Background: an optimization exercise with open tools, aiming at small area, a short achievable clock period and few clock cycles per item. Do not read the settings as production practice. Only the layout flow was run in this run; the RTL was not checked for function there. Power and IR drop assume default switching activity.

==> flow/design.v <==
module adder_df(sum, a, b);
    input [63:0]a;
    input [64:0]b;
    output [64:0]sum;
    assign sum = {1'd0,a} + b;
endmodule
module control(clk, reset, start, data_in, ready, wr, initial_wr, sh_right);
    input clk, reset, start;
    input data_in;
    output wr;
    output initial_wr;
    output sh_right;
    output ready;
    wire wr_check;
    wire initial_wr_check;
    wire sh_right_check;
    wire ready_check;
    reg [1:0] state;
    reg [9:0] counter;
    always @(posedge clk) begin
        if (reset) begin
            state <= 2'd0;
            counter <= 10'd0;
        end
        else begin
            case (state)
                2'b00: begin  
                    if (start == 1) state <= 2'b01;
                end
                2'b01: begin  
                    counter <= 0;
                    state <= 2'b10;
                end
                2'b10: begin  
                    if (counter == 63) state <= 2'b00;
                    counter <= counter+1;
                end
            endcase
        end
    end
    assign wr_check = (state == 2'b10) && data_in;
    assign wr = wr_check?1:0;
    assign initial_wr_check = (state == 2'b01);
    assign initial_wr = initial_wr_check?1:0;
    assign sh_right_check = (state == 2'b10);
    assign sh_right = sh_right_check?1:0;
    assign ready_check = (state == 2'b00);
    assign ready = ready_check?1:0;
endmodule
module multiplier_register(data_out, data_in, clk, reset);
    input [63:0]data_in;
    input clk, reset;
    output [63:0]data_out;
    reg [63:0]mul_reg;
    always @(posedge clk) begin  
        if (reset) mul_reg <= 64'd0;
        else mul_reg <= data_in;
    end
    assign data_out = mul_reg;
endmodule
module product_register(clk, reset, data_in, wr, initial_data_in, initial_wr, sh_right, data_out);
    input [64:0] data_in;
    input [63:0] initial_data_in;
    input clk, reset, wr, initial_wr, sh_right;
    output [128:0] data_out;
    reg [128:0] prod_reg;
    always @(posedge clk) begin
        if (reset) prod_reg <= 129'd0;
        else begin
            if (initial_wr == 1) prod_reg <= {65'd0, initial_data_in};
            else begin
                if (wr == 1) prod_reg <= {1'd0, data_in, data_out[63:1]};         
                else if (sh_right == 1) prod_reg <= {1'd0, data_out[128:1]};
            end
        end
    end
    assign data_out = prod_reg;
endmodule
module multiplication_top(a_in, b_in, result, clk, reset, start, ready);
    input [63:0] a_in, b_in;
    input clk, reset, start;
    output ready;
    output [128:0] result;
    wire [63:0]multiplier_out;
    wire [64:0]adder_out;
    wire [128:0]product_out;
    wire control_wr;
    wire control_initial_wr;
    wire control_sh_right;
    multiplier_register mru1(
        .data_out(multiplier_out), 
        .data_in(b_in), 
        .clk(clk), 
        .reset(reset));
    adder_df addu1(
        .sum(adder_out), 
        .a(multiplier_out), 
        .b(product_out[128:64]));
    product_register pru1(
        .clk(clk), 
        .reset(reset), 
        .data_in(adder_out), 
        .wr(control_wr), 
        .initial_data_in(a_in), 
        .initial_wr(control_initial_wr), 
        .data_out(product_out),
        .sh_right(control_sh_right));
    control cu1(
        .clk(clk), 
        .reset(reset), 
        .start(start), 
        .data_in(product_out[0]), 
        .ready(ready), 
        .wr(control_wr), 
        .initial_wr(control_initial_wr),
        .sh_right(control_sh_right));
    assign result = product_out;
endmodule
==> flow/run.sh <==
#!/bin/bash
# synth_recipe.tcl (not shown) runs the flow's synth.tcl, then flattens the netlist and writes it again
# the make line also repeats each setting of config.mk as NAME=value (left out here)
make -C /OpenROAD-flow-scripts/flow DESIGN_CONFIG=/design/flow/config.mk WORK_HOME=/design/flow/orfs CLKGATE_MAP_FILE= SYNTH_SCRIPT=/design/flow/synth_recipe.tcl finish
==> flow/config.mk <==
export PLATFORM = sky130hd
export DESIGN_NAME = multiplication_top
export DESIGN_NICKNAME = multiplication_top
export VERILOG_FILES = /design/flow/design.v
export SDC_FILE = /design/flow/constraint.sdc
export NUM_CORES = 4
export LEC_CHECK = 0
export CAP_MARGIN = 20
export CORE_MARGIN = 2
export CORE_UTILIZATION = 40
export SLEW_MARGIN = 20
==> flow/constraint.sdc <==
create_clock -name core_clock -period 4.0 [get_ports {clk}]
set_input_delay 0.8000 -clock core_clock [delete_from_list [all_inputs] [get_ports {clk}]]
set_output_delay 0.8000 -clock core_clock [all_outputs]
set_load 0.01 [all_outputs]
==> results.json <==
{
  "path_buf_inv": 0,
  "numCtsBuffers": 25,
  "maxSlewHeadroom_pct": 30.7,
  "cts_tree": "built",
  "grt_pass1_vias": 10600,
  "outcome": "no timing/DRC/antenna violations",
  "synth_area_leaders": "dfxtp_1, mux2i_1, ha_1",
  "die-height_um": 176,
  "die_w_um": 176,
  "grt_max_degree": 105,
  "holdBufCountCts": 0,
  "yosysUniqueCellTypes": 69,
  "design_area_mm2": 0.0154,
  "drt_pass1_iterations": 5,
  "antenna_found_initial": 2,
  "grt-ovfl-total": 0,
  "grt_pass1_wl_um": 56300,
  "timing.max_cap.violations": 0,
  "timing.fmax_mhz": 288,
  "hold_viol": 0,
  "syn-num-nets": 1585,
  "p_leak_nw": 5.89,
  "drc": 0,
  "placed_cell_area_mm2": 0.0146,
  "cpMostUsedCell": "o21ai_1",
  "crit_slowest_cell": "fa_1",
  "synth_flop_cell": "dfxtp_1",
  "post-dp-hpwl_um": 25600,
  "grtUsageTotal_pct": 22.3,
  "total_power_mw": 9.54,
  "synth_edf_count": 0,
  "synth_seq_cells": 204,
  "finalSetupTns_ps": 0,
  "core-area_mm2": 0.0289,
  "gp_congestion": 0.884,
  "crit_family": "compound AO/OA/AOI/OAI gates",
  "cts.repair.resized": 0,
  "num_io_pins": 261,
  "cp.required_ps": 4410,
  "wirelength_um": 35400,
  "crit_path_cell_trace": "ha_1 -> fa_1 -> a211oi_1 -> nor2_1 -> o211ai_1 -> a2111oi_4 -> o21ai_1 -> o211ai_2 -> a21oi_1 -> o21ai_1 -> a221oi_1 -> o22ai_1",
  "arrival_ps": 3880,
  "drive_gt1_share_pct": 4.71,
  "viasPerCell": 5.41,
  "row_count": 62,
  "yosys_warnings": 3,
  "syn_area_mm2": 0.0118,
  "drtIter0Drc": 608,
  "powerDensity_mw_per_mm2": 620,
  "ant_nets": 0,
  "via_count": 10700,
  "grt.busiest_layer": "met2",
  "fin_crit_sh_pct": 86.7,
  "use_met1_pct": 29.7,
  "clk_latency_ps": 540,
  "seq_area_frac_synth_pct": 34.6,
  "hp-class": "flop to flop",
  "clock_sinks": 204,
  "port_buffers": 259,
  "wl_per_cell_um": 17.9,
  "clkTransAtPathRegs_ps": 60,
  "finalSetupViolations": 0,
  "slowest_delay_ps": 430,
  "worstSetupPathType": "flop to flop",
  "worst_pin_slew_ps": 1040,
  "drv_slew": 0,
  "syn_inst": 1384,
  "hold_ws_ps": 498,
  "use_met3_pct": 6.69,
  "grt_use_met2_pct": 35.8,
  "post-route-min-period_ps": 3470,
  "synth_top_cell_by_area": "dfxtp_1",
  "synth_top_cell_area_share_pct": 34.6,
  "rsz0062_at_grt": "no",
  "cts_buffer_depth": 3,
  "cts_setup_buffers": 0,
  "crit_fanout": 5,
  "vdd_drop_max_mv": 0.552,
  "largest_register_ffs": 128,
  "start_util_pct": 40.9,
  "cp-start-kind": "flop",
  "async_flop_share_pct": 0,
  "diodes": 0,
  "cts-root-buf": "clkbuf_16",
  "avgSynthCellArea_um2": 8.53,
  "cts_max_level": 1,
  "worst_setup_path_end_kind": "flop",
  "layout.nets": 1778,
  "dieArea_mm2": 0.0309,
  "area_growth_pct": 30.3,
  "clock_skew_ps": 17.0
}
## layout make-up
type | instances | area (um^2)
multi-input cells | 1055 | 7250
clock buffers | 39 | 758
well taps | 384 | 480
fillers | 2722 | 13500
clock inverters | 5 | 57.6
flip-flops and latches | 204 | 4090
repair buffers | 269 | 2670
inverters | 22 | 82.6
## per-stage QoR
stage,cells,worst slack (ps),util [%]
detailed placement,1934,606,50.5
CTS,1978,561,53.3
global route,1978,268,53.3
finish,1978,531,53.3
floorplan,1384,1120,-
global placement,1934,668,50.5
## worst min-delay path: stages (launching register included)
cell and delay [ps]:
dfxtp_1 320, nor2_1 80, a211oi_1 50
## Yosys cell counts (28+ instances only)
master	instances
a211oi_1	90
a21o_1	47
a21oi_1	118
clkbuf_1	71
dfxtp_1	204
ha_1	69
mux2i_1	105
nand2_1	76
nand4_1	28
nor2_1	150
nor2b_1	74
o21ai_0	57
xnor2_1	37
## cell families (layout without fill, tap and decap cells)
kind of cell,Yosys count,count (layout),synth area share (%)
compound gates,417,417,23.5
mux,107,107,9.09
flops,204,204,34.6
buf+inv,125,335,4.33
xor+xnor,64,64,4.75
simple gates,396,396,16.2
fa+ha+maj,70,70,7.48
other cells,1,1,0.0318
## path summary, 6_finish.rpt
path / from / end / slack (ps) / cells after the start
worst max-delay path: pru1.prod_reg[64] / pru1.prod_reg[127] / 530 / 12
worst min-delay path: pru1.prod_reg[33] / pru1.prod_reg[33] / 500 / 2
worst max register to register: pru1.prod_reg[64] / pru1.prod_reg[127] / 530 / 12
worst min register to register: pru1.prod_reg[33] / pru1.prod_reg[33] / 500 / 2
## layout by cell type, fill, tap and decap left out, drive strengths merged, types with 15 or more instances in the layout
cell	count
clkdlybuf4s50	258
dfxtp	204
nor2	150
a21oi	122
mux2i	105
a211oi	90
nand2	76
nor2b	74
ha	69
o21ai	66
a21o	47
clkbuf	39
xnor2	37
nand4	28
xor2	27
inv	23
o211ai	16
o21bai	15
## power by group
group	switching, mW	internal, mW
Combinational	2.30	2.03
Clock	0.884	1.36
Sequential	0.441	2.53
Total	3.62	5.92
## metal layers
layer  up-vias  part of all wire [%]
li1       5372                     -
met5         -                 0.087
met1      4926                    46
met4         4                   1.5
met3        43                   9.0
met2       354                    44

## re-timing with driven ports
The flow's constraints put no driver on any port. The routed layout listed below was extracted and timed again, unchanged, in two steps.
Step 1 (the two cells are an assumption about what drives the block):
set clk [get_ports {clk}]
set_driving_cell -lib_cell sky130_fd_sc_hd__clkbuf_16 $clk
set_driving_cell -lib_cell sky130_fd_sc_hd__buf_2 [delete_from_list [all_inputs] $clk]
Step 2, shift: input delay + t, output delay - t, t = (earliest + latest rising clock arrival at the registers) / 2. This alone moves slack from input paths to output paths.
Three values: ideal, step 1, step 2; two values: the first two.
t, ns: 0.577
setup WS [ns]: 0.531 / 0.531 / 0.531
clock arrival spread, ns: 0.017 / 0.017
slew at the worst register clock pin (ns): 0.06 / 0.06
After both steps setup and hold are still met in this run. For this run, drivers alone change the setup slack by 0.000 ns; drivers and shift together by 0.000 ns.
